This design comes from an exercise in tuning for small area, a short achievable clock period and few clock cycles per item on the open sky130 flow, not from production work.
Where RTL was checked, it was by simulation tests only, not by an equivalence proof against the original.
The RTL of runs 3 to 8 was laid out without a check of its function.
In runs 1 and 3 to 5 the design's own scripts or RTL, not TritonCTS, make the clock network.
The clock port is modelled as an ideal driver, which makes a skipped or thinned clock tree look cheaper than it is; a real chip needs a root buffer or a tree.
Power is estimated from default activity; no workload was simulated.

**design/flow/design.v**
```verilog
module sbox (
    input   wire [5:0] in
    ,output wire [3:0] out
);
    localparam [63:0] T0 = 64'hA4CD96D24B76B948;
    localparam [63:0] T1 = 64'hC50B38C692705D2B;
    localparam [63:0] T2 = 64'h6B5B9DA191E66B96;
    localparam [63:0] T3 = 64'h429DCD6A79E1348E;
    assign out[0] = T0[in];
    assign out[1] = T1[in];
    assign out[2] = T2[in];
    assign out[3] = T3[in];
endmodule
module C6 (
    input   wire [7:0] C6_in
    ,output wire [5:0] C6_out
);
assign C6_out[0] = C6_in[6];
assign C6_out[1] = C6_in[4];
assign C6_out[2] = C6_in[5] ^ C6_in[0];
assign C6_out[3] = C6_in[2];
assign C6_out[4] = C6_in[3];
assign C6_out[5] = C6_in[7] ^ C6_in[1];
endmodule
module M6 (
     input  wire [7:0] a
    ,output wire [5:0] b 
);
assign b[0] = a[5] ^ a[4] ;
assign b[1] = a[6];
assign b[2] = a[7];
assign b[3] = a[0];
assign b[4] = a[1];
assign b[5] = a[3] ^ a[2];
endmodule
module full_hash (
    input wire clk
    ,input wire rst_n
    ,input wire start
    ,input wire [7:0] Byte
    ,input wire End_of_File
    ,input wire F_dr
    ,output wire [0:31] R_h
    ,output wire F_rtr
    ,output wire H_ready
);
    reg  [31:4] g;         
    reg  [5:0]  x;         
    reg  [3:0]  s;         
    reg         v1;        
    reg         v2;        
    reg  [15:0] R_c;       
    reg         eof1;      
    reg         fin;       
    reg         fin2;      
    reg         done;      
    reg         restart;   
    wire        xfer = F_dr & ~done;
    wire        hi_zero = (R_c[15:8] == 8'd0);
    wire        start_now = start & hi_zero & (R_c[7:0] == 8'd0);
    wire [5:0]  m6_out;
    wire [5:0]  c6_lo, c6_hi;
    wire [3:0]  s_out;
    M6 modulo_m6 (.a(Byte), .b(m6_out));
    C6 modulo_c6_lo (.C6_in(R_c[7:0]), .C6_out(c6_lo));
    C6 modulo_c6_hi (.C6_in(R_c[15:8]), .C6_out(c6_hi));
    sbox modulo_sbox (.in(x), .out(s_out));
    wire sp01, sp02, sp03, sp12, sp13, sp23;
    assign sp01 = s[0] ^ s[1];
    assign sp02 = s[0] ^ s[2];
    assign sp03 = s[0] ^ s[3];
    assign sp12 = s[1] ^ s[2];
    assign sp13 = s[1] ^ s[3];
    assign sp23 = s[2] ^ s[3];
    wire [31:4] f;
    assign f[4] = ~(g[26] ^ s[3]);
    assign f[5] = ~(g[27] ^ s[0]);
    assign f[6] = ~(g[24] ^ s[1]);
    assign f[7] = g[25] ^ s[2];
    assign f[8] = g[31] ^ s[0];
    assign f[9] = g[28] ^ s[1];
    assign f[10] = ~(g[29] ^ s[2]);
    assign f[11] = ~(g[30] ^ s[3]);
    assign f[12] = g[5] ^ sp01;
    assign f[13] = ~(g[6] ^ sp12);
    assign f[14] = ~(g[7] ^ sp23);
    assign f[15] = ~(g[4] ^ sp03);
    assign f[16] = g[10] ^ sp01;
    assign f[17] = g[11] ^ sp12;
    assign f[18] = ~(g[8] ^ sp23);
    assign f[19] = g[9] ^ sp03;
    assign f[20] = ~(g[15] ^ sp02);
    assign f[21] = g[12] ^ sp13;
    assign f[22] = ~(g[13] ^ sp02);
    assign f[23] = ~(g[14] ^ sp13);
    assign f[24] = g[16] ^ sp02;
    assign f[25] = g[17] ^ sp13;
    assign f[26] = ~(g[18] ^ sp02);
    assign f[27] = ~(g[19] ^ sp13);
    assign f[28] = g[21] ^ sp03;
    assign f[29] = g[22] ^ sp01;
    assign f[30] = ~(g[23] ^ sp12);
    assign f[31] = ~(g[20] ^ sp23);
    wire        fin_short = fin & hi_zero;
    wire [31:4] g_fold = g ^ {20'd0, s & {4{fin2}} | {2'b00, fin_short, 1'b0}, s & {4{fin}}};
    always_ff @(posedge clk) begin
        x <= F_dr ? m6_out : eof1 ? c6_hi : c6_lo;
        s <= s_out;
    end
    always_ff @(posedge clk or negedge rst_n)
        if (!rst_n) begin
            v1   <= 1'b0;
            v2   <= 1'b0;
            R_c  <= 16'd0;
            eof1 <= 1'b0;
            fin  <= 1'b0;
            fin2 <= 1'b0;
            done <= 1'b0;
            restart <= 1'b0;
        end else begin
            v1   <= xfer;
            v2   <= v1 & ~start_now;
            if (xfer)
                R_c <= R_c + 16'd1;
            eof1 <= End_of_File & ~(eof1 | fin | fin2 | done);
            fin  <= eof1;
            fin2 <= fin & ~hi_zero;
            done <= ~start_now & (done | fin_short | fin2);
            restart <= start_now;
        end
    always_ff @(posedge clk)
        g <= (~rst_n | restart) ? 28'h0000000 : v2 ? f : g_fold;
    assign F_rtr = ~done;
    assign H_ready = done;
    assign R_h[3] = ~g[4];
    assign R_h[2] = ~g[5];
    assign R_h[1] = ~g[6];
    assign R_h[0] = ~g[7];
    assign R_h[7] = g[8];
    assign R_h[6] = ~g[9];
    assign R_h[5] = g[10];
    assign R_h[4] = ~g[11];
    assign R_h[11] = g[15];
    assign R_h[10] = ~g[12];
    assign R_h[9] = ~g[13];
    assign R_h[8] = g[14];
    assign R_h[15] = ~g[19];
    assign R_h[14] = g[16];
    assign R_h[13] = g[17];
    assign R_h[12] = ~g[18];
    assign R_h[19] = ~g[22];
    assign R_h[18] = ~g[23];
    assign R_h[17] = ~g[20];
    assign R_h[16] = g[21];
    assign R_h[23] = g[26];
    assign R_h[22] = g[27];
    assign R_h[21] = g[24];
    assign R_h[20] = g[25];
    assign R_h[27] = g[29];
    assign R_h[26] = g[30];
    assign R_h[25] = g[31];
    assign R_h[24] = ~g[28];
    assign R_h[31] = g[5];
    assign R_h[30] = ~g[6];
    assign R_h[29] = ~g[7];
    assign R_h[28] = ~g[4];
endmodule
```
**design/flow/flow/run.sh**
```bash
#!/bin/bash
# Standard ORFS layout with two changes:
#  - the port buffers are buf_2 cells instead of the cell buffer_ports picks by
#    default (a slow delay buffer);
#  - after CTS, the clock tree is rebuilt with one level of buffers
#    (flow/post_cts.tcl): the clock port drives 3 clkbuf_16 cells, each
#    driving the registers of one slice of the core.
set -euo pipefail
export BUFFER_PORTS_ARGS="-buffer_cell sky130_fd_sc_hd__buf_2"
export POST_CTS_TCL="$PWD/flow/post_cts.tcl"
bash standard.sh > make.log 2>&1
```
**design/flow/flow/post_cts.tcl**
```tcl
# POST_CTS hook: replace the clock tree TritonCTS built (two levels of
# buffers) by one level: the clock port drives 3 clkbuf_16 buffers, each driving
# the flip-flops in one slice of the core, split by x position. A shallower
# tree makes every register's clock arrive earlier by the same amount.
set block [ord::get_db_block]
set db [ord::get_db]
set clknet [$block findNet clk]

# every register clock pin reached from the clock port through buffers
proc clock_sinks {net} {
  set sinks {}
  foreach it [$net getITerms] {
    if {[$it isInputSignal] == 0 && [$it isOutputSignal]} continue
    set inst [$it getInst]
    set m [$inst getMaster]
    if {[string match "*clkbuf*" [$m getName]] && [[$it getMTerm] getName] eq "A"} {
      set out [$inst findITerm X]
      set onet [$out getNet]
      if {$onet ne "NULL"} { set sinks [concat $sinks [clock_sinks $onet]] }
    } else {
      lappend sinks $it
    }
  }
  return $sinks
}

set sinks [clock_sinks $clknet]
puts "manual clock tree: [llength $sinks] sinks"

# remove the buffers and nets of the old tree
proc clock_tree_bufs {net} {
  set bufs {}
  foreach it [$net getITerms] {
    set inst [$it getInst]
    if {[string match "*clkbuf*" [[$inst getMaster] getName]] && [[$it getMTerm] getName] eq "A"} {
      lappend bufs $inst
      set onet [[$inst findITerm X] getNet]
      if {$onet ne "NULL"} { set bufs [concat $bufs [clock_tree_bufs $onet]] }
    }
  }
  return $bufs
}
set old [clock_tree_bufs $clknet]
set oldnets {}
foreach inst $old {
  set onet [[$inst findITerm X] getNet]
  if {$onet ne "NULL"} { lappend oldnets $onet }
}
foreach it $sinks { $it disconnect }
foreach inst $old { odb::dbInst_destroy $inst }
foreach n $oldnets { if {[llength [$n getITerms]] == 0} { odb::dbNet_destroy $n } }
puts "removed [llength $old] clock buffers"

set nb 3
set master [$db findMaster sky130_fd_sc_hd__clkbuf_16]
set pts {}
foreach it $sinks {
  lassign [[$it getInst] getLocation] x y
  lappend pts [list $x $y $it]
}
set pts [lsort -integer -index 0 $pts]
set n [llength $pts]
set per [expr {int(ceil(double($n)/$nb))}]
for {set b 0} {$b < $nb} {incr b} {
  set grp [lrange $pts [expr {$b*$per}] [expr {min($n,($b+1)*$per)-1}]]
  if {[llength $grp] == 0} continue
  set sx 0; set sy 0
  foreach s $grp { set sx [expr {$sx+[lindex $s 0]}]; set sy [expr {$sy+[lindex $s 1]}] }
  set cx [expr {$sx/[llength $grp]}]; set cy [expr {$sy/[llength $grp]}]
  set inst [odb::dbInst_create $block $master "clkbuf_leaf_$b"]
  $inst setLocation $cx $cy
  $inst setPlacementStatus PLACED
  set net [odb::dbNet_create $block "clknet_leaf_$b"]
  $net setSigType CLOCK
  foreach s $grp { [lindex $s 2] connect $net }
  [$inst findITerm X] connect $net
  [$inst findITerm A] connect $clknet
  puts "clock buffer $b: [llength $grp] sinks"
}
detailed_placement
check_placement -verbose
estimate_parasitics -placement
report_clock_latency
```
**design/flow/standard.sh**
```bash
#!/bin/bash
# synth_recipe.tcl (not shown) runs the flow's synth.tcl, then flattens the netlist and writes it again
# the make line also repeats each setting of config.mk as NAME=value (left out here)
make -C /OpenROAD-flow-scripts/flow DESIGN_CONFIG=/design/flow/config.mk WORK_HOME=/design/flow/orfs CLKGATE_MAP_FILE= SYNTH_SCRIPT=/design/flow/synth_recipe.tcl "${@:-finish}"
```
**design/flow/config.mk**
```make
export PLATFORM = sky130hd
export DESIGN_NAME = full_hash
export DESIGN_NICKNAME = full_hash
export VERILOG_FILES = /design/flow/design.v
export SDC_FILE = /design/flow/constraint.sdc
export NUM_CORES = 4
export LEC_CHECK = 0
export CAP_MARGIN = 20
export CORE_MARGIN = 2
export CORE_UTILIZATION = 40
export PLACE_DENSITY = 0.6
export SETUP_SLACK_MARGIN = 3.1
export SLEW_MARGIN = 20
```
**design/flow/constraint.sdc**
```tcl
create_clock -name core_clock -period 5.0 [get_ports {clk}]
set_input_delay 1.0000 -clock core_clock [delete_from_list [all_inputs] [get_ports {clk}]]
set_output_delay 1.0000 -clock core_clock [all_outputs]
set_load 0.01 [all_outputs]
```
==> key figures, run 1 <==
STA
  – Worst-Margin Slew: 0.612 ns
  – Final period util: 36.3%
  – Max Slew Vio Count: 0
  – Skew final: 0.00798 ns
  – Fin Hold WS: 0.472 ns
  – RSZ-0062 raised after global routing: no
  – Final hold viol count: 0
  – Slew margin rel.: 59.2%
  – # setup viols final: 0
  – Fmax: 551 MHz
  – Post-route setup TNS: 0 ns
  – Period minus WS final: 1.81 ns

Setup path
  – FF-to-FF setup slack: 3.20 ns
  – Slowest-stage cell, CP: clkbuf_4
  – Total stage count of the critical path: 5
  – Worst flop-to-flop path startpoint: x[1]
  – Critical path cell sequence: clkbuf_4, nand3b_4, nor2_1, and3_1, xor2_1
  – Worst Path Arrival: 1.89 ns
  – CP bufs+invs: 1
  – Crit. End Element: register
  – Setup Crit Path Kind: input port to register
  – Register-to-Register Path Depth: 5
  – Worst path required time: 5.07 ns
  – CP delay by family, top: simple AND/OR/NAND/NOR gates
  – Critical Path Start Type: input port
  – Reg-to-reg endpoint: s[3]
  – Crit path largest cell delay: 0.20 ns
  – Crit Path Max Fanout: 14

Floorplan
  – Die X: 99.6 um
  – Num rows: 34
  – Die footprint: 9910 um2
  – Die Ht: 99.6 um
  – CORE AREA: 8810 um2
  – Initial Util: 41.5%
  – I/O Pins: 47

Global route
  – Largest net degree at the start of global routing: 49
  – Vias in the first global route: 2503
  – First-pass GRT wire length: 12100 um
  – Initial antenna violation count: 0
  – Total gr overflow: 0
  – GRT Util Overall: 14.9%

Job
  – Maxcap violations: 0

Clocking
  – Clock sinks: 61
  – CTS clk-pin slew, worst paths: 0.09 ns
  – Worst-Skew Late Latency: 0.16 ns

Routing
  – Final antenna-violating net count: 0
  – Residual DRC count: 0
  – Met1 wire length: 3510 um
  – Met2 WL: 3380 um
  – DRT Pass-1 Iters: 4
  – Vias per cell: 5.15
  – Drt total wl: 7180 um
  – 1st-iter DRT viols: 75
  – Via count: 2625
  – Met3 wire length: 208 um
  – DR top layer: met4
  – DR WL/cell: 14.1 um

Logic synthesis
  – Synthesized cell area: 3650 um2
  – Yosys reg bits: 61
  – Synth warnings: 1
  – Cells after Synth: 391
  – Synth Net Count: 414
  – Main synth FF type: dfxtp_1
  – Mean Syn Cell Area: 9.34 um2
  – Asr flop ratio synth: 37.7%
  – Post-synth EDFFs: 0
  – Distinct cells, synth: 53
  – Sequential area share after synthesis: 36.6%

Worst hold path
  – Hold path cells: 1
  – WHS Endpoint: v2
  – Hold Crit Class: register to register
  – Hold_sp: v1

Place
  – GP Congestion: 0.831
  – Final HPWL DP: 5110 um
  – IO buf count: 46

Finish
  – Nets@finish: 425
  – Antenna diodes: 0
  – Commonest non-fill, non-tap cells in the layout: 44 x buf_2, 43 x nor2_1, 43 x xnor2_1
  – Share of cells above drive strength 1: 24.1%
  – Most common cell after layout, fill and taps aside: buf_2
  – Area added between synthesis and finish: 8.42%

Pwr
  – PwrDens: 576 nW/um2
  – Peak supply drop: 0.297 mV
  – Power Total: 2.28 mW
  – P_leak: 1.65 nW

Outcome
  – Status: no timing/DRC/antenna violations
==> cell usage after synthesis (2+ instances only) <==
| cell | instances | area [um2] |
|---|---|---|
| nand2b_1 | 4 | 25.0 |
| dfxtp_1 | 38 | 761 |
| buf_2 | 9 | 45.0 |
| a21oi_1 | 9 | 45.0 |
| nor3_1 | 5 | 25.0 |
| a221oi_1 | 2 | 17.5 |
| o21ai_0 | 9 | 45.0 |
| xnor2_1 | 43 | 377 |
| buf_1 | 2 | 7.51 |
| and3_1 | 7 | 43.8 |
| clkbuf_1 | 9 | 33.8 |
| nand2_1 | 25 | 93.8 |
| o211ai_1 | 3 | 22.5 |
| nor2b_1 | 5 | 31.3 |
| mux2_2 | 2 | 22.5 |
| and2_1 | 2 | 12.5 |
| a211oi_1 | 22 | 165 |
| dfrtp_1 | 23 | 576 |
| mux2i_1 | 17 | 170 |
| a221o_1 | 2 | 20.0 |
| o21ai_1 | 2 | 10.0 |
| inv_1 | 21 | 78.8 |
| xor2_1 | 14 | 123 |
| xnor2_4 | 2 | 55.1 |
| buf_4 | 22 | 165 |
| xnor2_2 | 4 | 65.1 |
| nand3_1 | 4 | 20.0 |
| mux4_2 | 3 | 67.6 |
| ha_1 | 10 | 125 |
| nor4_1 | 3 | 18.8 |
| nand4_1 | 4 | 25.0 |
| nor2_1 | 43 | 161 |
==> sequential cells by signal (all words and copies together), names as in the netlist <==
signal	flops
done	1
v1	1
fin2	1
fin	1
g	28
x	6
restart	1
v2	1
s	4
R_c	16
eof1	1
==> kinds of logic after synthesis <==
family,after synthesis,share of synthesized area [%]
AO/OA/AOI/OAI,61,12.2
XOR/XNOR,63,17.0
adder cells (fa/ha/maj),10,3.42
buffers and inverters,67,10.0
flip-flops,61,36.6
multiplexers,22,7.12
AND/OR/NAND/NOR,107,13.7
==> cell type report <==
cell class,instances,area (um2)
buffer,3,75.1
clock inverter,2,35.0
fill,852,4840
inverter,23,88.8
multi-input combinational,263,2000
sequential,61,1360
tap,108,135
timing repair buffer,50,265
==> worst max-delay path by stage <==
| stage | end | from |
|---|---|---|
| after floorplan | g[14] | rst_n |
| after global placement | g[10] | rst_n |
| after detailed placement | g[27] | rst_n |
| after global routing | R_c[7] | F_dr |
| final | R_c[7] | F_dr |
==> report_power, final <==
group          leakage [nW]  switching (mW)  total (mW)  internal, mW
clock network        0.0550           0.135       0.300         0.165
registers             0.628           0.257       0.900         0.643
logic                 0.965           0.511        1.08         0.570
==> layer usage <==
| metal | GRT usage (%) | vias up |
|---|---|---|
| li1 | - | 1324 |
| met1 | 20.0 | 1257 |
| met2 | 25.3 | 37 |
| met3 | 2.81 | 7 |
| met4 | 2.63 | 0 |
| met5 | 0 | - |
==> through the flow <==
| step | instances | cell area, um2 | utilization, % | worst slack, ns |
|---|---|---|---|---|
| after floorplan | 391 | 3650 | - | 3.20 |
| after global placement | 502 | 3750 | 42.6 | 2.34 |
| after detailed placement | 502 | 3750 | 42.6 | 2.30 |
| after global routing | 510 | 3960 | 45.0 | 3.11 |
| final | 510 | 3960 | 45.0 | 3.19 |
Testbench counts, summed over its fixed seeds: cycles 8,189, bytes 7,421.
==> run 2, diff against run 1 <==
--- a/design/flow/config.mk
+++ b/design/flow/config.mk
@@ -10,4 +10,4 @@
 export CORE_UTILIZATION = 40
 export PLACE_DENSITY = 0.6
-export SETUP_SLACK_MARGIN = 3.1
+export SETUP_SLACK_MARGIN = 3.2
 export SLEW_MARGIN = 20
==> run 2 against run 1 <==
Critical endpoint is now F_rtr; register-to-register slack improved by 0.07 ns; critical path type is now register to output pin; sequential cell count unchanged; first-iteration DRC count up 11%; still clean.
==> key figures, run 2 <==
Outcome
  – Status: no timing/DRC/antenna violations

Finish
  – Multi-input gate area: 2010 um2
  – Layout Utilization: 49.1%
  – Commonest non-fill, non-tap cells in the layout: 43 x nor2_1, 43 x xnor2_1, 35 x buf_4
  – Nets@finish: 456
  – Fillers: 823
  – Area added between synthesis and finish: 18.4%
  – Reg area: 1390 um2
  – Biggest register: g
  – Number of flip-flops in the largest register: 28
  – Antenna diodes: 0
  – Share of cells above drive strength 1: 35.1%
  – Largest regs: g (28), R_c (16), x (6)

Logic synthesis
  – Post-synth top area share: 20.8%
  – Synthesized cell area: 3650 um2
  – Mean Syn Cell Area: 9.34 um2
  – Post-synth top area cell: dfxtp_1
  – Yosys reg bits: 61
  – Synth warnings: 1
  – Leading cell types by count after synthesis: 43 x nor2_1, 43 x xnor2_1, 38 x dfxtp_1
  – Cells after Synth: 391
  – Synth Net Count: 414
  – Asr flop ratio synth: 37.7%
  – Distinct cells, synth: 53
  – Top cells by area, synth: dfxtp_1 21%, dfrtp_1 16%, xnor2_1 10%
  – Sequential area share after synthesis: 36.6%
  – Main synth FF type: dfxtp_1
  – Post-synth EDFFs: 0

Routing
  – Drt total wl: 7620 um
  – DRT Pass-1 Iters: 4
  – DR WL/cell: 14.0 um
  – Vias per cell: 5.09
  – Via count: 2770
  – Residual DRC count: 0
  – Final antenna-violating net count: 0
  – 1st-iter DRT viols: 83

Floorplan
  – Die Ht: 99.6 um
  – Die X: 99.6 um
  – CORE AREA: 8810 um2
  – Initial Util: 41.5%
  – Die footprint: 9910 um2
  – Num rows: 34
  – I/O Pins: 47

Global route
  – Vias in the first global route: 2671
  – Initial antenna violation count: 0
  – Met2 Usage GRT: 26.8%
  – Largest net degree at the start of global routing: 49
  – Global routing's busiest layer: met2
  – Met3 Track Usage GR: 2.60%
  – First-pass GRT wire length: 12900 um
  – GRT Util Overall: 15.9%
  – Met1 Track Usage GR: 21.6%
  – Total gr overflow: 0

Setup path
  – Worst Path Arrival: 0.78 ns
  – Critical Path Start Type: register
  – Slowest-stage cell, CP: dfrtp_2
  – Worst path required time: 4.00 ns
  – Register-to-Register Path Depth: 4
  – Reg-to-reg endpoint: s[3]
  – Crit. End Element: output pin
  – FF-to-FF setup slack: 3.27 ns
  – Crit Path Max Fanout: 5
  – Setup Crit Path Kind: register to output pin
  – CP bufs+invs: 2
  – CP delay by family, top: flip-flops
  – Worst flop-to-flop path startpoint: x[0]
  – Critical path cell sequence: inv_1, buf_2
  – Crit path largest cell delay: 0.45 ns

STA
  – Period minus WS final: 1.78 ns
  – Skew final: 0.00968 ns
  – RSZ-0062 raised after global routing: yes
  – Final hold viol count: 0
  – # setup viols final: 0
  – Slew margin rel.: 59.1%
  – Worst-Margin Slew: 0.613 ns
  – Fmax: 563 MHz
  – Post-route setup TNS: 0 ns
  – Final period util: 35.5%
  – Max Slew Vio Count: 0

Job
  – Maxcap violations: 0

Worst hold path
  – Hold_sp: v1
  – WHS Endpoint: v2
  – Hold path cells: 1
  – Hold Crit Class: register to register

Pwr
  – Peak supply drop: 0.302 mV
  – P_leak: 1.84 nW
  – PwrDens: 566 nW/um2

Clocking
  – CTS clk-pin slew, worst paths: 0.09 ns
  – Clock sinks: 61
  – Worst-Skew Late Latency: 0.16 ns

Place
  – IO buf count: 46
  – GP Congestion: 0.823
  – Final HPWL DP: 5180 um
run 2: layout make-up:
cell class                      instances  area share, %
Timing Repair Buffer                   81           13.7
Multi-Input combinational cell        263           46.5
Sequential cell                        61           32.1
Tap cell                              108           3.12
Inverter                               23           2.20
Clock inverter                          5          0.636
Buffer                                  3           1.74
run 2: kinds of logic (layout without fill, tap and decap cells):
kind of cell    Yosys count  count (layout)  share of synthesized area, %
simple gates            107             107                          13.7
buf+inv                  67             112                          10.0
xor+xnor                 63              63                          17.0
compound gates           61              61                          12.2
flops                    61              61                          36.6
mux                      22              22                          7.12
fa+ha+maj                10              10                          3.42
run 2: metrics by stage:
step           cells  hold WS, ns  setup slack, ns  total power, mW  instance area [um2]
6_report         544        0.476             3.22             2.45                 4330
5_1_grt          544        0.515             3.14             2.64                 4330
3_5_place_dp     502        0.455             2.28             1.96                 3750
3_3_place_gp     502        0.462             2.34             1.94                 3750
2_1_floorplan    391        0.352             3.20             1.79                 3650
run 2: per-layer routing:
layer,up-vias,wire length [um]
li1,1386,-
met1,1313,3400
met2,63,3850
met3,8,286
met4,0,83
met5,-,0
run 2: report_power, final:
group | switching (mW) | internal (mW) | total (mW)
clock | 0.147 | 0.120 | 0.266
sequential | 0.235 | 0.651 | 0.886
combinational | 0.588 | 0.711 | 1.30
total | 0.969 | 1.48 | 2.45
run 2: worst max-delay path by stage:
| stage | from | end | depth (start not counted) |
|---|---|---|---|
| after floorplan | rst_n | g[12] | 4 |
| after global placement | rst_n | g[26] | 3 |
| after detailed placement | rst_n | g[5] | 3 |
| after global routing | F_dr | R_c[11] | 5 |
| final | done | F_rtr | 2 |
==> run 3, diff against run 2 <==
--- a/design/flow/design.v
+++ b/design/flow/design.v
@@ -110,4 +110,5 @@
     always_ff @(posedge clk or negedge rst_n)
         if (!rst_n) begin
+            g    <= 28'h0000000;
             v1   <= 1'b0;
             v2   <= 1'b0;
@@ -128,7 +129,6 @@
             done <= ~start_now & (done | fin_short | fin2);
             restart <= start_now;
+            g    <= restart ? 28'h0000000 : v2 ? f : g_fold;
         end
-    always_ff @(posedge clk)
-        g <= (~rst_n | restart) ? 28'h0000000 : v2 ? f : g_fold;
     assign F_rtr = ~done;
     assign H_ready = done;
==> run 3 against run 2 <==
Still clean on timing, DRC and antenna; die area is 1.5% higher; combinational power down 67%; via count grew 0.83%; first-iteration DRC count grew to 2.5 times the previous value; wire length increased by 3.2%; register-to-register slack got worse by 0.07 ns; final area grew 0.49%; largest cell class unchanged.
==> key figures, run 3 <==
Outcome
  – Status: no timing/DRC/antenna violations

Clocking
  – CTS clk-pin slew, worst paths: 0.09 ns
  – Clock sinks: 61
  – Worst-Skew Late Latency: 0.16 ns

Logic synthesis
  – Sequential area share after synthesis: 39.8%
  – Synth Net Count: 415
  – Post-synth top area cell: dfrtp_1
  – Distinct cells, synth: 46
  – Leading cell types by count after synthesis: 51 x dfrtp_1, 48 x xnor2_1, 40 x nor2_1
  – Synth warnings: 1
  – Yosys reg bits: 61
  – Post-synth top area share: 34.4%
  – Main synth FF type: dfrtp_1
  – Cells after Synth: 392
  – Most common cell in the netlist: dfrtp_1
  – Top cells by area, synth: dfrtp_1 34%, xnor2_1 11%, dfxtp_1 5.4%
  – Mean Syn Cell Area: 9.46 um2
  – Post-synth EDFFs: 0
  – Synthesized cell area: 3710 um2
  – Asr flop ratio synth: 83.6%

Worst hold path
  – Hold Crit Class: register to register
  – Hold path cells: 1
  – WHS Endpoint: v2
  – Hold_sp: v1

Setup path
  – Worst Path Arrival: 1.85 ns
  – Slowest-stage cell, CP: mux4_2
  – CP bufs+invs: 1
  – FF-to-FF setup slack: 3.20 ns
  – Crit. End Element: register
  – Crit Path Max Fanout: 8
  – Reg-to-reg endpoint: s[0]
  – Setup Crit Path Kind: register to register
  – Worst path required time: 5.05 ns
  – CP delay by family, top: multiplexers
  – Critical path cell sequence: inv_6, ha_4, nand2b_4, o21a_1, mux4_2, mux2_2
  – Critical Path Start Type: register
  – Register-to-Register Path Depth: 6
  – Worst flop-to-flop path startpoint: x[0]
  – Crit path largest cell delay: 0.44 ns

Routing
  – Vias per cell: 5.09
  – Residual DRC count: 0
  – DRT Pass-1 Iters: 4
  – Drt total wl: 7870 um
  – Final antenna-violating net count: 0
  – Via count: 2793
  – DR WL/cell: 14.3 um
  – 1st-iter DRT viols: 211

Global route
  – Initial antenna violation count: 0
  – Total gr overflow: 0
  – Vias in the first global route: 2729
  – Largest net degree at the start of global routing: 52
  – First-pass GRT wire length: 13100 um
  – GRT Util Overall: 15.9%

Pwr
  – PwrDens: 318 nW/um2
  – P_leak: 1.92 nW
  – Peak supply drop: 0.230 mV
  – Power Total: 1.38 mW

STA
  – Post-route setup TNS: 0 ns
  – RSZ-0062 raised after global routing: yes
  – Slew margin rel.: 38.2%
  – Final hold viol count: 0
  – # setup viols final: 0
  – Max Slew Vio Count: 0
  – Skew final: 0.0156 ns
  – Worst-Margin Slew: 0.927 ns
  – Period minus WS final: 1.80 ns
  – Fmax: 555 MHz
  – Final period util: 36.1%

Floorplan
  – Num rows: 35
  – Die Ht: 100 um
  – I/O Pins: 47
  – Initial Util: 40.7%
  – Die X: 100 um
  – Die footprint: 10100 um2
  – CORE AREA: 9110 um2

Job
  – Maxcap violations: 0

Place
  – GP Congestion: 0.881
  – Final HPWL DP: 5270 um
  – IO buf count: 46

Finish
  – Area added between synthesis and finish: 17.2%
  – Antenna diodes: 0
  – Fillers: 873
  – Commonest non-fill, non-tap cells in the layout: 51 x dfrtp_1, 48 x xnor2_1, 44 x buf_2
  – Nets@finish: 460
  – Biggest register: g
  – Share of cells above drive strength 1: 25.6%
  – Largest regs: g (28), R_c (16), x (6)
  – Most common cell after layout, fill and taps aside: dfrtp_1
  – Number of flip-flops in the largest register: 28
run 3: changes by cell type after synthesis, moves of 4 or more:
cell / change
dfrtp_1: +28
dfxtp_1: -28
xnor2_1: +5
o21ai_0: +4
run 3: where the power goes:
| part | switching (mW) | internal (mW) | leakage, nW | total [mW] |
|---|---|---|---|---|
| sequential | 0.0533 | 0.538 | 0.741 | 0.592 |
| clock | 0.143 | 0.218 | 0.0654 | 0.361 |
| combinational | 0.203 | 0.228 | 1.11 | 0.431 |
run 3: area by class of cell:
cell class	instances	area, um2	area share [%]
Buffer	3	75.1	1.73
Clock inverter	3	67.6	1.55
Inverter	21	86.3	1.99
Multi-Input combinational cell	266	1950	44.9
Sequential cell	61	1490	34.2
Tap cell	111	139	3.19
Timing Repair Buffer	84	541	12.4
run 3: how the worst max path moves through the flow:
stage                     startpoint  endpoint  slack [ns]  cells after the start
after floorplan                 F_dr   R_c[10]        3.13                      3
after global placement          F_dr   R_c[10]        2.84                      4
after detailed placement        F_dr   R_c[12]        2.82                      5
after global routing            x[1]      s[0]        3.15                      6
final                           x[0]      s[0]        3.20                      6
run 3: layer usage:
layer,track usage [%],share of wire [%],vias to the layer above
met5,0,0,-
met4,2.74,0.81,0
met3,2.51,3.4,12
met2,26.2,47,61
met1,22.6,49,1330
li1,-,-,1390
run 3: kinds of logic after synthesis:
kind of cell | share of synthesized area (%)
mux | 6.44
flops | 39.8
xor+xnor | 15.5
simple gates | 13.7
buf+inv | 9.18
compound gates | 12.0
fa+ha+maj | 3.37
run 3: metrics by stage:
step | setup slack (ns) | utilization [%] | instance area [um2] | instances | hold WS [ns]
finish | 3.20 | 47.7 | 4350 | 549 | 0.476
global route | 3.15 | 47.7 | 4350 | 549 | 0.525
detailed placement | 2.82 | 42.3 | 3850 | 508 | 0.462
global placement | 2.84 | 42.3 | 3850 | 508 | 0.462
floorplan | 3.13 | - | 3730 | 392 | 0.352
==> run 4, diff against run 3 <==
--- a/design/flow/config.mk
+++ b/design/flow/config.mk
@@ -10,4 +10,4 @@
 export CORE_UTILIZATION = 40
 export PLACE_DENSITY = 0.6
-export SETUP_SLACK_MARGIN = 3.2
+export SETUP_SLACK_MARGIN = 3.0
 export SLEW_MARGIN = 20
==> run 4 against run 3 <==
Worst setup slack worse by 0.23 ns; power shrank 9.1%; sequential share of layout area is 2.7 points higher; hold slack improved by 0.026 ns; register-to-register slack worse by 0.15 ns.
==> key figures, run 4 <==
Setup path
  – Crit path largest cell delay: 0.60 ns
  – Critical path cell sequence: buf_6, nand3b_1, or4_1, xnor2_1
  – FF-to-FF setup slack: 3.05 ns
  – Critical Path Start Type: input port
  – Crit Path Max Fanout: 15
  – Setup Crit Path Kind: input port to register
  – Worst Path Arrival: 2.06 ns
  – Worst path required time: 5.03 ns
  – Crit. End Element: register
  – Slowest-stage cell, CP: or4_1
  – Worst flop-to-flop path startpoint: x[0]
  – CP bufs+invs: 1
  – CP delay by family, top: simple AND/OR/NAND/NOR gates
  – Register-to-Register Path Depth: 6
  – Reg-to-reg endpoint: s[0]

STA
  – Period minus WS final: 2.03 ns
  – # setup viols final: 0
  – Final hold viol count: 0
  – Worst setup margin: 2.97 ns
  – Skew final: 0.0165 ns
  – Fmax: 493 MHz
  – Fin Hold WS: 0.502 ns
  – Slew margin rel.: 35.1%
  – RSZ-0062 raised after global routing: yes
  – Worst-Margin Slew: 0.973 ns
  – Post-route setup TNS: 0 ns
  – Max Slew Vio Count: 0
  – Final period util: 40.6%

Floorplan
  – Die Ht: 100 um
  – Initial Util: 40.7%
  – Die X: 100 um
  – CORE AREA: 9110 um2
  – Num rows: 35
  – I/O Pins: 47
  – Die footprint: 10100 um2

Routing
  – DR WL/cell: 14.5 um
  – Vias per cell: 5.19
  – Final antenna-violating net count: 0
  – Drt total wl: 7480 um
  – DRT Pass-1 Iters: 4
  – 1st-iter DRT viols: 170
  – Via count: 2685
  – Residual DRC count: 0

Place
  – Final HPWL DP: 5250 um
  – IO buf count: 46
  – GP Congestion: 0.876
  – Pre-CTS WS: 2.67 ns

Pwr
  – Power share of the sequential group: 48.5%
  – P_leak: 1.73 nW
  – Sw Share: 30.0%
  – Combinational share of power: 27.2%
  – Internal: 0.880 mW
  – Peak supply drop: 0.178 mV
  – Clk pwr share: 24.3%
  – Sw Pwr: 0.377 mW
  – PwrDens: 312 nW/um2

Logic synthesis
  – Main synth FF type: dfrtp_1
  – Synth Net Count: 415
  – Mean Syn Cell Area: 9.46 um2
  – Top cells by area, synth: dfrtp_1 34%, xnor2_1 11%, dfxtp_1 5.4%
  – Cells after Synth: 392
  – Sequential area share after synthesis: 39.8%
  – Most common cell in the netlist: dfrtp_1
  – Post-synth EDFFs: 0
  – Asr flop ratio synth: 83.6%
  – Synth warnings: 1
  – Post-synth top area share: 34.4%
  – Leading cell types by count after synthesis: 51 x dfrtp_1, 48 x xnor2_1, 40 x nor2_1
  – Synthesized cell area: 3710 um2
  – Post-synth top area cell: dfrtp_1
  – Yosys reg bits: 61
  – Distinct cells, synth: 46

Finish
  – Nets@finish: 428
  – Biggest register: g
  – Area added between synthesis and finish: 8.77%
  – Multi-input gate area: 1930 um2
  – Share of cells above drive strength 1: 18.0%
  – Largest regs: g (28), R_c (16), x (6)
  – Commonest non-fill, non-tap cells in the layout: 50 x dfrtp_1, 48 x xnor2_1, 45 x buf_2
  – Antenna diodes: 0
  – Fillers: 906
  – Number of flip-flops in the largest register: 28
  – Reg area: 1490 um2
  – Most common cell after layout, fill and taps aside: dfrtp_1

Global route
  – First-pass GRT wire length: 12400 um
  – Vias in the first global route: 2580
  – Total gr overflow: 0
  – Largest net degree at the start of global routing: 52
  – Initial antenna violation count: 0
  – GRT Util Overall: 15.1%

Job
  – Maxcap violations: 0

Worst hold path
  – Hold path cells: 1
  – Hold_sp: v1
  – Hold Crit Class: register to register
  – WHS Endpoint: v2

Outcome
  – Status: no timing/DRC/antenna violations

Clocking
  – Clock sinks: 61
  – CTS clk-pin slew, worst paths: 0.10 ns
  – Worst-Skew Late Latency: 0.16 ns
## run 4: final cells by class
cell class	instances	share of cell area, %
sequential	61	36.8
inverter	21	2.05
multi-input combinational	266	47.8
buffer	3	1.86
tap	111	3.44
clock inverter	3	1.05
timing repair buffer	52	6.98
## run 4: routing by layer
layer,vias to the layer above,routed length (um),GRT usage (%)
li1,1334,-,-
met1,1257,3570,21.3
met2,82,3500,24.8
met3,12,305,2.30
met4,0,104,2.85
met5,-,0,0
## run 4: power by group through the flow
stage / sequential, mW / clock (mW) / combinational, mW
2_1_floorplan: 0.583 / 0 / 0.312
6_report: 0.610 / 0.306 / 0.342
3_3_place_gp: 0.619 / 0 / 0.337
3_5_place_dp: 0.621 / 0 / 0.341
5_1_grt: 0.620 / 0.334 / 0.384
## run 4: worst max path at each step
| stage | start | end | cells after the start |
|---|---|---|---|
| 3_3_place_gp | F_dr | R_c[15] | 5 |
| 6_report | F_dr | R_c[10] | 4 |
| 3_5_place_dp | F_dr | R_c[15] | 5 |
| 2_1_floorplan | x[0] | s[0] | 7 |
| 5_1_grt | F_dr | R_c[10] | 4 |
## run 4: logic make-up (layout without fill, tap and decap cells)
kind of cell	count (synthesis)	after routing	share of synthesized area (%)
fa+ha+maj	10	10	3.37
xor+xnor	64	64	15.5
mux	20	20	6.44
simple gates	106	106	13.7
flops	61	61	39.8
buf+inv	65	79	9.18
compound gates	66	66	12.0
## run 4: through the flow
stage / std cells / power [mW] / util [%] / cell area, um2
after floorplan: 392 / 0.895 / - / 3710
after global placement: 508 / 0.956 / 42.2 / 3840
after global routing: 517 / 1.34 / 44.3 / 4030
final: 517 / 1.26 / 44.3 / 4030
after detailed placement: 508 / 0.962 / 42.2 / 3840
## run 4: worst register-to-register path: cells and delay by family (launching register included)
family	cells	cell delay, ns
muxes	2	0.71
AOI/OAI and AO/OA	1	0.13
and+or+nand+nor	1	0.20
buffers and inverters	1	0.18
adders and majority gates	1	0.27
DFF	1	0.37
==> run 5, diff against run 4 <==
--- a/design/flow/design.v
+++ b/design/flow/design.v
@@ -55,5 +55,4 @@
     reg         fin2;      
     reg         done;      
-    reg         restart;   
     wire        xfer = F_dr & ~done;
     wire        hi_zero = (R_c[15:8] == 8'd0);
@@ -118,5 +117,4 @@
             fin2 <= 1'b0;
             done <= 1'b0;
-            restart <= 1'b0;
         end else begin
             v1   <= xfer;
@@ -128,6 +126,5 @@
             fin2 <= fin & ~hi_zero;
             done <= ~start_now & (done | fin_short | fin2);
-            restart <= start_now;
-            g    <= restart ? 28'h0000000 : v2 ? f : g_fold;
+            g    <= start_now ? 28'h0000000 : v2 ? f : g_fold;
         end
     assign F_rtr = ~done;
==> run 5 against run 4 <==
Wire length up 0.76%; clock skew down 0.0069 ns; register-to-register slack better by 0.03 ns; sequential cell count down 1; critical path type is now register to register; largest cell class unchanged; highest routed layer unchanged.
==> key figures, run 5 <==
Pwr
  – P_leak: 1.77 nW
  – PwrDens: 315 nW/um2
  – Peak supply drop: 0.144 mV
  – Power Total: 1.29 mW

Logic synthesis
  – Cells after Synth: 402
  – Sequential area share after synthesis: 38.7%
  – Post-synth EDFFs: 0
  – Most common cell in the netlist: dfrtp_1
  – Leading cell types by count after synthesis: 50 x dfrtp_1, 44 x xnor2_1, 43 x nor2_1
  – Synth Net Count: 425
  – Synthesized cell area: 3750 um2
  – Mean Syn Cell Area: 9.34 um2
  – Post-synth top area cell: dfrtp_1
  – Main synth FF type: dfrtp_1
  – Top cells by area, synth: dfrtp_1 33%, xnor2_1 10%, dfxtp_1 5.3%
  – Post-synth top area share: 33.3%
  – Asr flop ratio synth: 83.3%
  – Synth warnings: 1
  – Yosys reg bits: 60
  – Distinct cells, synth: 52

Job
  – Maxcap violations: 0

Setup path
  – Critical Path Start Type: register
  – Worst flop-to-flop path startpoint: x[1]
  – Worst Path Arrival: 1.97 ns
  – Crit path to: s[0]
  – Worst path required time: 5.05 ns
  – Setup Crit Path Kind: register to register
  – FF-to-FF setup slack: 3.08 ns
  – CP Launch Point: x[1]
  – Crit. End Element: register
  – Register-to-Register Path Depth: 6
  – Crit Path Max Fanout: 8
  – Reg-to-reg endpoint: s[0]

Outcome
  – Status: no timing/DRC/antenna violations

Place
  – IO buf count: 46
  – Pre-CTS WS: 2.72 ns
  – Inst Count DP: 517
  – Post-placement cell area: 3880 um2
  – Final HPWL DP: 5380 um
  – GP Congestion: 0.924

STA
  – RSZ-0062 raised after global routing: yes
  – Slew margin rel.: 56.5%
  – Post-route setup TNS: 0 ns
  – Period minus WS final: 1.92 ns
  – Fmax: 521 MHz
  – Max Slew Vio Count: 0
  – Fin Hold WS: 0.472 ns
  – Final hold viol count: 0
  – Worst setup margin: 3.08 ns
  – Skew final: 0.00958 ns
  – Worst-Margin Slew: 0.653 ns
  – # setup viols final: 0
  – Final period util: 38.4%

Finish
  – Final non-filler cell total: 529
  – Layout Utilization: 44.9%
  – Most common cell after layout, fill and taps aside: dfrtp_1
  – Area added between synthesis and finish: 9.53%
  – Nets@finish: 441
  – Commonest non-fill, non-tap cells in the layout: 50 x dfrtp_1, 45 x buf_2, 44 x xnor2_1
  – Fin area: 4110 um2
  – Largest regs: g (28), R_c (16), x (6)
  – Share of cells above drive strength 1: 21.3%
  – Biggest register: g
  – Antenna diodes: 0
  – Number of flip-flops in the largest register: 28

Floorplan
  – Die footprint: 10200 um2
  – Die Ht: 101 um
  – I/O Pins: 47
  – Num rows: 35
  – CORE AREA: 9150 um2
  – Initial Util: 41.0%
  – Die X: 101 um

Routing
  – 1st-iter DRT viols: 144
  – Residual DRC count: 0
  – Drt total wl: 7530 um
  – DRT Pass-1 Iters: 4
  – DR WL/cell: 14.2 um
  – Vias per cell: 5.14
  – Via count: 2718
  – Final antenna-violating net count: 0

Global route
  – Largest net degree at the start of global routing: 54
  – Vias in the first global route: 2586
  – First-pass GRT wire length: 12600 um
  – Total gr overflow: 0
  – GRT Util Overall: 15.1%
  – Initial antenna violation count: 0

Worst hold path
  – Hold Crit Class: register to register

Clocking
  – Worst-Skew Late Latency: 0.16 ns
  – Clock sinks: 60
  – CTS clk-pin slew, worst paths: 0.09 ns
run 5: cell count changes in the layout (fill, tap and decap cells not counted), moves of 3 or more:
cell,before,now
a21oi_1,12,9
a211o_1,4,0
nand2b_1,7,3
nand2_1,22,26
buf_4,6,11
xnor2_1,48,44
mux2i_1,16,13
a211oi_1,22,19
xnor2_2,2,5
o21ai_1,1,9
run 5: power breakdown:
group	internal, mW	switching, mW
Sequential	0.537	0.0796
Clock	0.165	0.136
Combinational	0.196	0.182
run 5: kinds of logic after synthesis:
kind of cell | Yosys count | synth area share, %
AO/OA/AOI/OAI | 70 | 12.3
XOR/XNOR | 61 | 15.2
adder cells (fa/ha/maj) | 10 | 3.33
buffers and inverters | 70 | 9.83
flip-flops | 60 | 38.7
multiplexers | 18 | 6.17
AND/OR/NAND/NOR | 113 | 14.5
run 5: layout make-up:
type	count	area (um2)
repair buffers	57	319
clock inverters	2	35.0
inverters	24	93.8
fillers	893	5040
flip-flops and latches	60	1460
plain buffers	3	75.1
well taps	111	139
multi-input cells	272	1990
run 5: worst min-delay path by stage:
stage	from	endpoint	slack, ns	cells past startpoint
3_3_place_gp	v1	v2	0.47	1
2_1_floorplan	eof1	fin	0.35	0
3_5_place_dp	v1	v2	0.46	1
6_report	v1	v2	0.47	1
5_1_grt	v1	v2	0.50	1
run 5: worst max-delay path, cell delays in order (launching register included):
cell        delay [ns]
dfxtp_4           0.38
clkinvlp_4        0.14
ha_4              0.31
nand2b_4          0.15
o21a_1            0.11
mux4_2            0.44
mux2_2            0.28
run 5: metal layers:
metal	global-route usage [%]	vias to the layer above	routed length, um
li1	-	1369	-
met4	2.11	0	44
met1	21.4	1282	3660
met3	2.91	6	352
met5	0	-	0
met2	24.8	61	3470
==> run 6, diff against run 5 <==
--- a/design/flow/design.v
+++ b/design/flow/design.v
@@ -1,14 +1,27 @@
 module sbox (
-    input   wire [5:0] in
+    input   wire [3:0] col
+    ,input  wire [3:0] row_oh
     ,output wire [3:0] out
 );
-    localparam [63:0] T0 = 64'hA4CD96D24B76B948;
-    localparam [63:0] T1 = 64'hC50B38C692705D2B;
-    localparam [63:0] T2 = 64'h6B5B9DA191E66B96;
-    localparam [63:0] T3 = 64'h429DCD6A79E1348E;
-    assign out[0] = T0[in];
-    assign out[1] = T1[in];
-    assign out[2] = T2[in];
-    assign out[3] = T3[in];
+    localparam [15:0] R0_0 = 16'h9E58;
+    localparam [15:0] R0_1 = 16'h4CF1;
+    localparam [15:0] R0_2 = 16'h5A96;
+    localparam [15:0] R0_3 = 16'hD962;
+    localparam [15:0] R1_0 = 16'h35E2;
+    localparam [15:0] R1_1 = 16'h9427;
+    localparam [15:0] R1_2 = 16'h8D79;
+    localparam [15:0] R1_3 = 16'h6C4B;
+    localparam [15:0] R2_0 = 16'h2B6C;
+    localparam [15:0] R2_1 = 16'hB14A;
+    localparam [15:0] R2_2 = 16'h9D71;
+    localparam [15:0] R2_3 = 16'h87B8;
+    localparam [15:0] R3_0 = 16'hCA99;
+    localparam [15:0] R3_1 = 16'h8369;
+    localparam [15:0] R3_2 = 16'h73AC;
+    localparam [15:0] R3_3 = 16'h1AA7;
+    assign out[0] = |(row_oh & {R3_0[col], R2_0[col], R1_0[col], R0_0[col]});
+    assign out[1] = |(row_oh & {R3_1[col], R2_1[col], R1_1[col], R0_1[col]});
+    assign out[2] = |(row_oh & {R3_2[col], R2_2[col], R1_2[col], R0_2[col]});
+    assign out[3] = |(row_oh & {R3_3[col], R2_3[col], R1_3[col], R0_3[col]});
 endmodule
 module C6 (
@@ -46,5 +59,6 @@
 );
     reg  [31:4] g;         
-    reg  [5:0]  x;         
+    reg  [3:0]  x_col;     
+    reg  [3:0]  x_row;     
     reg  [3:0]  s;         
     reg         v1;        
@@ -64,5 +78,6 @@
     C6 modulo_c6_lo (.C6_in(R_c[7:0]), .C6_out(c6_lo));
     C6 modulo_c6_hi (.C6_in(R_c[15:8]), .C6_out(c6_hi));
-    sbox modulo_sbox (.in(x), .out(s_out));
+    wire [5:0]  x = F_dr ? m6_out : eof1 ? c6_hi : c6_lo;
+    sbox modulo_sbox (.col(x_col), .row_oh(x_row), .out(s_out));
     wire sp01, sp02, sp03, sp12, sp13, sp23;
     assign sp01 = s[0] ^ s[1];
@@ -104,5 +119,6 @@
     wire [31:4] g_fold = g ^ {20'd0, s & {4{fin2}} | {2'b00, fin_short, 1'b0}, s & {4{fin}}};
     always_ff @(posedge clk) begin
-        x <= F_dr ? m6_out : eof1 ? c6_hi : c6_lo;
+        x_col <= x[4:1];
+        x_row <= 4'b0001 << {x[5], x[0]};
         s <= s_out;
     end
==> run 6 against run 5 <==
Final area down 2.9%; critical endpoint is now g[13]; die area down 1.1%; clock skew is 0.0022 ns lower; fmax down 3.8%; cell count rose by 0.19%; first-iteration DRC count shrank 1.4%; critical path type is now input port to register; critical path depth is 1 lower; synthesized cell count did not move; wire length is 1.6% higher; worst setup slack got worse by 0.077 ns.
==> key figures, run 6 <==
Logic synthesis
  – Most common cell in the netlist: dfrtp_1
  – Post-synth top area share: 33.7%
  – Main synth FF type: dfrtp_1
  – Mean Syn Cell Area: 9.23 um2
  – Distinct cells, synth: 48
  – Synth Net Count: 424
  – Post-synth EDFFs: 0
  – Top cells by area, synth: dfrtp_1 34%, xnor2_1 11%, dfxtp_1 6.5%
  – Sequential area share after synthesis: 40.2%
  – Synth warnings: 1
  – Post-synth top area cell: dfrtp_1
  – Synthesized cell area: 3710 um2
  – Asr flop ratio synth: 80.6%
  – Leading cell types by count after synthesis: 50 x dfrtp_1, 46 x xnor2_1, 44 x nor2_1
  – Cells after Synth: 402
  – Yosys reg bits: 62

Clocking
  – Clock sinks: 62
  – CTS clk-pin slew, worst paths: 0.10 ns
  – Worst-Skew Late Latency: 0.16 ns

STA
  – Post-route setup TNS: 0 ns
  – RSZ-0062 raised after global routing: yes
  – # setup viols final: 0
  – Period minus WS final: 2.00 ns
  – Worst setup margin: 3.00 ns
  – Fmax: 501 MHz
  – Worst-Margin Slew: 0.635 ns
  – Final hold viol count: 0
  – Skew final: 0.00734 ns
  – Slew margin rel.: 57.3%
  – Max Slew Vio Count: 0
  – Final period util: 39.9%

Finish
  – Number of flip-flops in the largest register: 28
  – Reg area: 1500 um2
  – Multi-input gate area: 1900 um2
  – Final non-filler cell total: 530
  – Area added between synthesis and finish: 7.66%
  – Share of cells above drive strength 1: 16.9%
  – Commonest non-fill, non-tap cells in the layout: 49 x dfrtp_1, 46 x xnor2_1, 45 x buf_2
  – Most common cell after layout, fill and taps aside: dfrtp_1
  – Biggest register: g
  – Nets@finish: 437
  – Antenna diodes: 0
  – Largest regs: g (28), R_c (16)
  – Fillers: 897
  – Fin area: 3990 um2

Place
  – Final HPWL DP: 5280 um
  – Post-placement cell area: 3840 um2
  – Pre-CTS WS: 2.83 ns
  – GP Congestion: 0.884
  – Inst Count DP: 518
  – IO buf count: 46

Routing
  – Vias per cell: 5.20
  – Drt total wl: 7650 um
  – DRT Pass-1 Iters: 4
  – Residual DRC count: 0
  – Via count: 2754
  – 1st-iter DRT viols: 142
  – Final antenna-violating net count: 0
  – DR WL/cell: 14.4 um

Global route
  – First-pass GRT wire length: 12500 um
  – Initial antenna violation count: 0
  – Largest net degree at the start of global routing: 54
  – Vias in the first global route: 2576
  – GRT Util Overall: 15.1%
  – Total gr overflow: 0

Floorplan
  – I/O Pins: 47
  – Die Ht: 100 um
  – Initial Util: 40.7%
  – Num rows: 35
  – Die X: 100 um
  – Die footprint: 10100 um2
  – CORE AREA: 9110 um2

Outcome
  – Status: no timing/DRC/antenna violations

Setup path
  – Worst path required time: 5.02 ns
  – Worst Path Arrival: 2.01 ns
  – Setup Crit Path Kind: input port to register
  – FF-to-FF setup slack: 3.07 ns
  – Crit. End Element: register
  – Crit Path Max Fanout: 15
  – Critical Path Start Type: input port

Job
  – Maxcap violations: 0

Pwr
  – Power Total: 2.40 mW
  – P_leak: 1.79 nW
  – Peak supply drop: 0.311 mV
  – PwrDens: 602 nW/um2

Worst hold path
  – Hold Crit Class: register to register
run 6: cell families (layout without fill, tap and decap cells):
kind of cell,after synthesis,in the layout,share of synthesized area [%]
AOI/OAI and AO/OA,61,61,11.4
buffers and inverters,65,81,9.24
adders and majority gates,9,9,3.04
DFF,62,62,40.2
muxes,18,18,5.53
and+or+nand+nor,127,128,16.4
xor gates and xnor gates,60,60,14.2
run 6: cell type report:
class | count | share of cell area, %
Buffer | 3 | 1.88
Clock inverter | 6 | 0.721
Inverter | 22 | 2.07
Multi-Input combinational cell | 276 | 47.7
Sequential cell | 62 | 37.6
Tap cell | 111 | 3.48
Timing Repair Buffer | 50 | 6.58
run 6: path summary, 6_finish.rpt:
path	startpoint	depth (start not counted)	to
max in group asynchronous	rst_n	2	done
min reg2reg	v1	1	v2
max reg2reg	x_col[1]	6	s[2]
min	v1	1	v2
min in group asynchronous	rst_n	2	g[17]
max	start	5	g[13]
run 6: worst max-delay path, cell delays in order:
cell and delay, ns:
buf_2 0.08, nand2_1 0.05, nor3_1 0.38, and3_4 0.42
a211oi_1 0.08
run 6: metal layers:
| layer | up-vias | routed length [um] | global-route usage [%] |
|---|---|---|---|
| li1 | 1372 | - | - |
| met1 | 1299 | 3880 | 22.1 |
| met2 | 75 | 3380 | 24.2 |
| met3 | 8 | 307 | 2.44 |
| met4 | 0 | 77 | 2.32 |
| met5 | - | 0 | 0 |
run 6: power breakdown:
group | leakage, nW | total (mW) | internal (mW) | switching (mW)
registers | 0.728 | 0.963 | 0.686 | 0.276
clock network | 0.0581 | 0.271 | 0.120 | 0.151
logic | 1.01 | 1.17 | 0.580 | 0.589
total | 1.79 | 2.40 | 1.39 | 1.02
run 6: per-stage QoR:
| step | utilization (%) | hold slack, ns |
|---|---|---|
| floorplan | - | 0.352 |
| global placement | 42.2 | 0.466 |
| detailed placement | 42.2 | 0.471 |
| global route | 43.8 | 0.521 |
| finish | 43.8 | 0.491 |
==> run 7, diff against run 6 <==
--- a/design/flow/design.v
+++ b/design/flow/design.v
@@ -1,27 +1,14 @@
 module sbox (
-    input   wire [3:0] col
-    ,input  wire [3:0] row_oh
+    input   wire [5:0] in
     ,output wire [3:0] out
 );
-    localparam [15:0] R0_0 = 16'h9E58;
-    localparam [15:0] R0_1 = 16'h4CF1;
-    localparam [15:0] R0_2 = 16'h5A96;
-    localparam [15:0] R0_3 = 16'hD962;
-    localparam [15:0] R1_0 = 16'h35E2;
-    localparam [15:0] R1_1 = 16'h9427;
-    localparam [15:0] R1_2 = 16'h8D79;
-    localparam [15:0] R1_3 = 16'h6C4B;
-    localparam [15:0] R2_0 = 16'h2B6C;
-    localparam [15:0] R2_1 = 16'hB14A;
-    localparam [15:0] R2_2 = 16'h9D71;
-    localparam [15:0] R2_3 = 16'h87B8;
-    localparam [15:0] R3_0 = 16'hCA99;
-    localparam [15:0] R3_1 = 16'h8369;
-    localparam [15:0] R3_2 = 16'h73AC;
-    localparam [15:0] R3_3 = 16'h1AA7;
-    assign out[0] = |(row_oh & {R3_0[col], R2_0[col], R1_0[col], R0_0[col]});
-    assign out[1] = |(row_oh & {R3_1[col], R2_1[col], R1_1[col], R0_1[col]});
-    assign out[2] = |(row_oh & {R3_2[col], R2_2[col], R1_2[col], R0_2[col]});
-    assign out[3] = |(row_oh & {R3_3[col], R2_3[col], R1_3[col], R0_3[col]});
+    localparam [63:0] T0 = 64'hA4CD96D24B76B948;
+    localparam [63:0] T1 = 64'hC50B38C692705D2B;
+    localparam [63:0] T2 = 64'h6B5B9DA191E66B96;
+    localparam [63:0] T3 = 64'h429DCD6A79E1348E;
+    assign out[0] = T0[in];
+    assign out[1] = T1[in];
+    assign out[2] = T2[in];
+    assign out[3] = T3[in];
 endmodule
 module C6 (
@@ -59,6 +46,5 @@
 );
     reg  [31:4] g;         
-    reg  [3:0]  x_col;     
-    reg  [3:0]  x_row;     
+    reg  [5:0]  x;         
     reg  [3:0]  s;         
     reg         v1;        
@@ -78,6 +64,5 @@
     C6 modulo_c6_lo (.C6_in(R_c[7:0]), .C6_out(c6_lo));
     C6 modulo_c6_hi (.C6_in(R_c[15:8]), .C6_out(c6_hi));
-    wire [5:0]  x = F_dr ? m6_out : eof1 ? c6_hi : c6_lo;
-    sbox modulo_sbox (.col(x_col), .row_oh(x_row), .out(s_out));
+    sbox modulo_sbox (.in(x), .out(s_out));
     wire sp01, sp02, sp03, sp12, sp13, sp23;
     assign sp01 = s[0] ^ s[1];
@@ -119,6 +104,5 @@
     wire [31:4] g_fold = g ^ {20'd0, s & {4{fin2}} | {2'b00, fin_short, 1'b0}, s & {4{fin}}};
     always_ff @(posedge clk) begin
-        x_col <= x[4:1];
-        x_row <= 4'b0001 << {x[5], x[0]};
+        x <= F_dr ? m6_out : eof1 ? c6_hi : c6_lo;
         s <= s_out;
     end
==> design/flow/flow/run.sh (replaced) <==
#!/bin/bash
# Standard ORFS layout, with the port buffers made of buf_2 cells instead of
# the cell buffer_ports picks by default (a slow delay buffer).
set -euo pipefail
export BUFFER_PORTS_ARGS="-buffer_cell sky130_fd_sc_hd__buf_2"
bash standard.sh > make.log 2>&1
removed: design/flow/flow/post_cts.tcl
==> run 7 against run 6 <==
Via count increased by 0.51%; sequential share of layout area decreased by 2.4 points; cell count increased by 1.5%; synthesized area increased by 1.2%; clock power increased by 53%; first-iteration DRC count increased by 27%; combinational power decreased by 68%; synthesized cell count unchanged; global-route usage increased by 0.74 points; critical path depth increased by 1; hold slack got worse by 0.024 ns; largest cell class unchanged; largest power group is now registers.
==> key figures, run 7 <==
Routing
  – Vias per cell: 5.14
  – 1st-iter DRT viols: 181
  – Final antenna-violating net count: 0
  – Residual DRC count: 0
  – DRT Pass-1 Iters: 4
  – Drt total wl: 7630 um
  – DR WL/cell: 14.2 um
  – Via count: 2768

Clocking
  – H-tree levels: 3
  – Clock sinks: 60
  – CTS max path bufs: 2
  – Post-CTS Hold Fix Bufs: 0
  – Root Buffer: clkbuf_8
  – CTS tree: done
  – CTS clk-pin slew, worst paths: 0.06 ns
  – Worst-Skew Late Latency: 0.34 ns
  – CTS Buf Count: 9

STA
  – Period minus WS final: 1.98 ns
  – Skew final: 0.0111 ns
  – Final period util: 39.6%
  – # setup viols final: 0
  – Max Slew Vio Count: 0
  – Post-route setup TNS: 0 ns
  – RSZ-0062 raised after global routing: yes
  – Final hold viol count: 0
  – Slew margin rel.: 43.0%
  – Worst-Margin Slew: 0.853 ns
  – Fmax: 505 MHz

Logic synthesis
  – Main synth FF type: dfrtp_1
  – Post-synth top area share: 33.3%
  – Synthesized cell area: 3750 um2
  – Leading cell types by count after synthesis: 50 x dfrtp_1, 44 x xnor2_1, 43 x nor2_1
  – Mean Syn Cell Area: 9.34 um2
  – Most common cell in the netlist: dfrtp_1
  – Cells after Synth: 402
  – Sequential area share after synthesis: 38.7%
  – Top cells by area, synth: dfrtp_1 33%, xnor2_1 10%, dfxtp_1 5.3%
  – Post-synth top area cell: dfrtp_1
  – Synth warnings: 1
  – Synth Net Count: 425
  – Post-synth EDFFs: 0
  – Distinct cells, synth: 52
  – Asr flop ratio synth: 83.3%
  – Yosys reg bits: 60

Setup path
  – Register-to-Register Path Depth: 6
  – Crit. End Element: register
  – Reg-to-reg endpoint: s[0]
  – Crit Path Max Fanout: 9
  – Critical Path Start Type: register
  – Worst path required time: 5.22 ns
  – Worst Path Arrival: 2.20 ns
  – FF-to-FF setup slack: 3.02 ns
  – Worst flop-to-flop path startpoint: x[0]
  – Setup Crit Path Kind: register to register

Place
  – GP Congestion: 0.924
  – Final HPWL DP: 5380 um
  – IO buf count: 46

Finish
  – Antenna diodes: 0
  – Area added between synthesis and finish: 10.3%
  – Most common cell after layout, fill and taps aside: dfrtp_1
  – Commonest non-fill, non-tap cells in the layout: 49 x dfrtp_1, 46 x buf_2, 44 x xnor2_1
  – Fillers: 894
  – Nets@finish: 446
  – Share of cells above drive strength 1: 21.5%
  – Largest regs: g (28), R_c (16), x (6)
  – Number of flip-flops in the largest register: 28
  – Biggest register: g

Worst hold path
  – Hold Crit Class: register to register
  – WHS Endpoint: v2
  – Hold path cells: 1
  – Hold_sp: v1

Global route
  – Total gr overflow: 0
  – First-pass GRT wire length: 12800 um
  – Initial antenna violation count: 0
  – Largest net degree at the start of global routing: 54
  – Vias in the first global route: 2641
  – GRT Util Overall: 15.9%

Pwr
  – P_leak: 1.80 nW
  – Power Total: 1.41 mW
  – Peak supply drop: 0.145 mV
  – PwrDens: 341 nW/um2

Floorplan
  – Die footprint: 10200 um2
  – CORE AREA: 9150 um2
  – Initial Util: 41.0%
  – Die X: 101 um
  – I/O Pins: 47
  – Num rows: 35
  – Die Ht: 101 um

Job
  – Maxcap violations: 0

Outcome
  – Status: no timing/DRC/antenna violations
==> run 7: stage by stage <==
stage / cell area, um2 / utilization, % / worst slack (ns) / instances / hold slack [ns]
final: 4140 / 45.2 / 3.02 / 538 / 0.467
after global routing: 4140 / 45.2 / 2.92 / 538 / 0.486
after CTS: 4100 / 44.8 / 3.01 / 535 / 0.474
after detailed placement: 3880 / 42.4 / 2.72 / 517 / 0.459
after global placement: 3880 / 42.4 / 2.76 / 517 / 0.468
after floorplan: 3760 / - / 3.05 / 402 / 0.352
==> run 7: cells by family after synthesis <==
| kind of cell | synth area share, % |
|---|---|
| AND/OR/NAND/NOR | 14.5 |
| adder cells (fa/ha/maj) | 3.33 |
| XOR/XNOR | 15.2 |
| flip-flops | 38.7 |
| multiplexers | 6.17 |
| AO/OA/AOI/OAI | 12.3 |
| buffers and inverters | 9.83 |
==> run 7: critical path, stage by stage (launching register included) <==
cell	delay (ns)
dfxtp_2	0.39
inv_1	0.14
ha_4	0.30
nand2b_1	0.18
o21a_1	0.12
mux4_2	0.44
mux2_2	0.28
==> run 7: how the worst max path moves through the flow <==
stage / start / endpoint / slack [ns] / cells past startpoint
final: x[0] / s[0] / 3.02 / 6
after global routing: x[0] / s[0] / 2.92 / 6
after floorplan: x[1] / s[0] / 3.05 / 7
after detailed placement: F_dr / R_c[15] / 2.72 / 5
after CTS: done / F_rtr / 3.01 / 2
after global placement: F_dr / R_c[15] / 2.76 / 5
==> run 7: cell type report <==
cell class	count	area, um2	share of cell area, %
clock buffers	13	149	3.60
repair buffers	56	305	7.38
clock inverters	2	35.0	0.846
flip-flops and latches	60	1460	35.2
inverters	24	90.1	2.18
multi-input cells	272	1960	47.4
well taps	111	139	3.36
==> run 7: routing by layer <==
metal	vias up	GRT usage (%)	wire length, um
li1	1386	-	-
met5	-	0	0
met1	1303	21.3	3680
met4	0	4.95	49
met3	4	4.99	418
met2	75	24.6	3480
==> run 7: repair_timing <==
item / in CTS / in global routing
setup buffers: 3 / 3
gates resized for setup: 2 / 7
pin swaps: 0 / 0
endpoints found under the setup margin: 6 / 14
gates cloned: 0 / 0
hold endpoints to repair: 0 / 0
==> run 7: power breakdown <==
| part | total, mW | switching, mW | internal [mW] | leakage (nW) |
|---|---|---|---|---|
| registers | 0.616 | 0.0779 | 0.538 | 0.662 |
| clock network | 0.415 | 0.175 | 0.241 | 0.0935 |
| logic | 0.380 | 0.183 | 0.197 | 1.04 |
| total | 1.41 | 0.435 | 0.976 | 1.80 |
==> run 8, diff against run 7 <==
--- a/design/flow/config.mk
+++ b/design/flow/config.mk
@@ -10,4 +10,4 @@
 export CORE_UTILIZATION = 40
 export PLACE_DENSITY = 0.6
-export SETUP_SLACK_MARGIN = 3.0
+export SETUP_SLACK_MARGIN = 3.4
 export SLEW_MARGIN = 20
==> run 8 against run 7 <==
Clock-buffer cell count shrank 2; final area up 23%; sequential share of layout area shrank 6.3 points; register-to-register slack better by 0.18 ns; critical path type is now register to output pin; critical path depth shrank 4; clock skew fell by 0.0011 ns; fmax up 2.9%.
==> key figures, run 8 <==
Outcome
  – Status: no timing/DRC/antenna violations

Routing
  – Vias per cell: 5.25
  – Final antenna-violating net count: 0
  – DRT Pass-1 Iters: 4
  – Drt total wl: 9200 um
  – Residual DRC count: 0
  – DR WL/cell: 15.3 um
  – 1st-iter DRT viols: 190
  – Via count: 3166

Setup path
  – Crit. End Element: output pin
  – Worst Path Arrival: 0.93 ns
  – Critical Path Start Type: register
  – Crit Path Max Fanout: 2
  – Setup Crit Path Kind: register to output pin
  – FF-to-FF setup slack: 3.20 ns
  – Worst path required time: 4.00 ns

Floorplan
  – CORE AREA: 9150 um2
  – Die Ht: 101 um
  – Initial Util: 41.0%
  – I/O Pins: 47
  – Num rows: 35
  – Die footprint: 10200 um2
  – Die X: 101 um

Pwr
  – P_leak: 2.20 nW
  – Peak supply drop: 0.191 mV
  – PwrDens: 325 nW/um2

Place
  – IO buf count: 46
  – GP Congestion: 0.852
  – Final HPWL DP: 5290 um

STA
  – Max Slew Vio Count: 0
  – Slew margin rel.: 56.1%
  – # setup viols final: 0
  – Period minus WS final: 1.93 ns
  – Final period util: 38.5%
  – Fmax: 519 MHz
  – Post-route setup TNS: 0 ns
  – Skew final: 0.00994 ns
  – Final hold viol count: 0
  – Fin Hold WS: 0.521 ns
  – Worst-Margin Slew: 0.658 ns
  – RSZ-0062 raised after global routing: yes

Logic synthesis
  – Yosys reg bits: 60
  – Asr flop ratio synth: 83.3%
  – Synth Net Count: 425
  – Sequential area share after synthesis: 38.7%
  – Top cells by area, synth: dfrtp_1 33%, xnor2_1 10%, dfxtp_1 5.3%
  – Synthesized cell area: 3750 um2
  – Mean Syn Cell Area: 9.34 um2
  – Cells after Synth: 402
  – Distinct cells, synth: 52
  – Post-synth top area cell: dfrtp_1
  – Post-synth top area share: 33.3%
  – Synth warnings: 1
  – Leading cell types by count after synthesis: 50 x dfrtp_1, 44 x xnor2_1, 43 x nor2_1
  – Post-synth EDFFs: 0
  – Main synth FF type: dfrtp_1
  – Most common cell in the netlist: dfrtp_1

Finish
  – Antenna diodes: 0
  – Most common cell after layout, fill and taps aside: buf_4
  – Biggest register: g
  – Reg area: 1480 um2
  – Largest regs: g (28), R_c (16), x (6)
  – Area added between synthesis and finish: 36.1%
  – Number of flip-flops in the largest register: 28
  – Nets@finish: 510
  – Fillers: 767
  – Share of cells above drive strength 1: 43.7%
  – Commonest non-fill, non-tap cells in the layout: 65 x buf_4, 44 x xnor2_1, 40 x dfrtp_1
  – Layout Utilization: 55.8%
  – Multi-input gate area: 2230 um2

Clocking
  – Clock sinks: 60
  – CTS clk-pin slew, worst paths: 0.07 ns
  – CTS tree: done
  – CTS max path bufs: 2
  – H-tree levels: 3
  – Post-CTS Hold Fix Bufs: 0
  – Worst-Skew Late Latency: 0.34 ns
  – CTS Buf Count: 9
  – Root Buffer: clkbuf_8

Worst hold path
  – Hold Crit Class: register to register

Job
  – Maxcap violations: 0

Global route
  – First-pass GRT wire length: 13700 um
  – Largest net degree at the start of global routing: 51
  – GRT Util Overall: 16.9%
  – Initial antenna violation count: 0
  – Total gr overflow: 0
  – Vias in the first global route: 2881
## run 8: area by class of cell
| cell class | instances | share of cell area [%] |
|---|---|---|
| Clock buffer | 11 | 2.77 |
| Clock inverter | 5 | 1.47 |
| Inverter | 24 | 1.91 |
| Multi-Input combinational cell | 272 | 43.7 |
| Sequential cell | 60 | 28.9 |
| Tap cell | 111 | 2.72 |
| Timing Repair Buffer | 120 | 18.6 |
## run 8: repair_timing
item	in CTS	in global routing
setup endpoints to repair	79	77
cloned	0	3
resized for setup	33	71
buffers inserted	40	27
pin swaps	3	27
## run 8: cell families (layout without fill, tap and decap cells)
kind of cell	Yosys count	in the layout	synth area share, %
multiplexers	18	18	6.17
AND/OR/NAND/NOR	113	113	14.5
AO/OA/AOI/OAI	70	70	12.3
buffers and inverters	70	160	9.83
flip-flops	60	60	38.7
XOR/XNOR	61	61	15.2
adder cells (fa/ha/maj)	10	10	3.33
## run 8: worst paths after layout
| kind | from | to | cells after the start |
|---|---|---|---|
| min in group asynchronous | rst_n | g[17] | 2 |
| min | v1 | v2 | 1 |
| max | g[4] | R_h[3] | 2 |
| max in group asynchronous | rst_n | v2 | 2 |
| max reg2reg | x[0] | s[0] | 6 |
| min reg2reg | v1 | v2 | 1 |
## run 8: critical path: stages, from the launching register on
cell and delay (ns):
dfrtp_1 0.40, inv_2 0.09, buf_6 0.10
## run 8: through the flow
step	worst slack, ns	total power [mW]	instance area [um2]	instances
floorplan	3.13	0.930	3780	402
global placement	2.75	0.995	3910	517
detailed placement	2.71	1.00	3910	517
CTS	3.05	1.57	4570	573
global route	3.04	1.75	5110	603
finish	3.07	1.66	5110	603
## run 8: power by group
| part | switching [mW] | internal (mW) |
|---|---|---|
| clock | 0.192 | 0.292 |
| combinational | 0.261 | 0.317 |
| sequential | 0.0607 | 0.538 |
## run 8: metal layers
layer | track usage, % | share of wire, %
met5 | 0 | 0
met1 | 21.8 | 45
met2 | 27.9 | 50
met3 | 4.16 | 4.0
met4 | 5.48 | 1.4

Setup slack of run 8, layout unchanged: 3.075 ns with ideal ports, 3.045 ns with driving cells assumed (clock clkbuf_16, inputs buf_2), 2.942 ns with port delays also shifted by the 0.366 ns mid clock arrival.
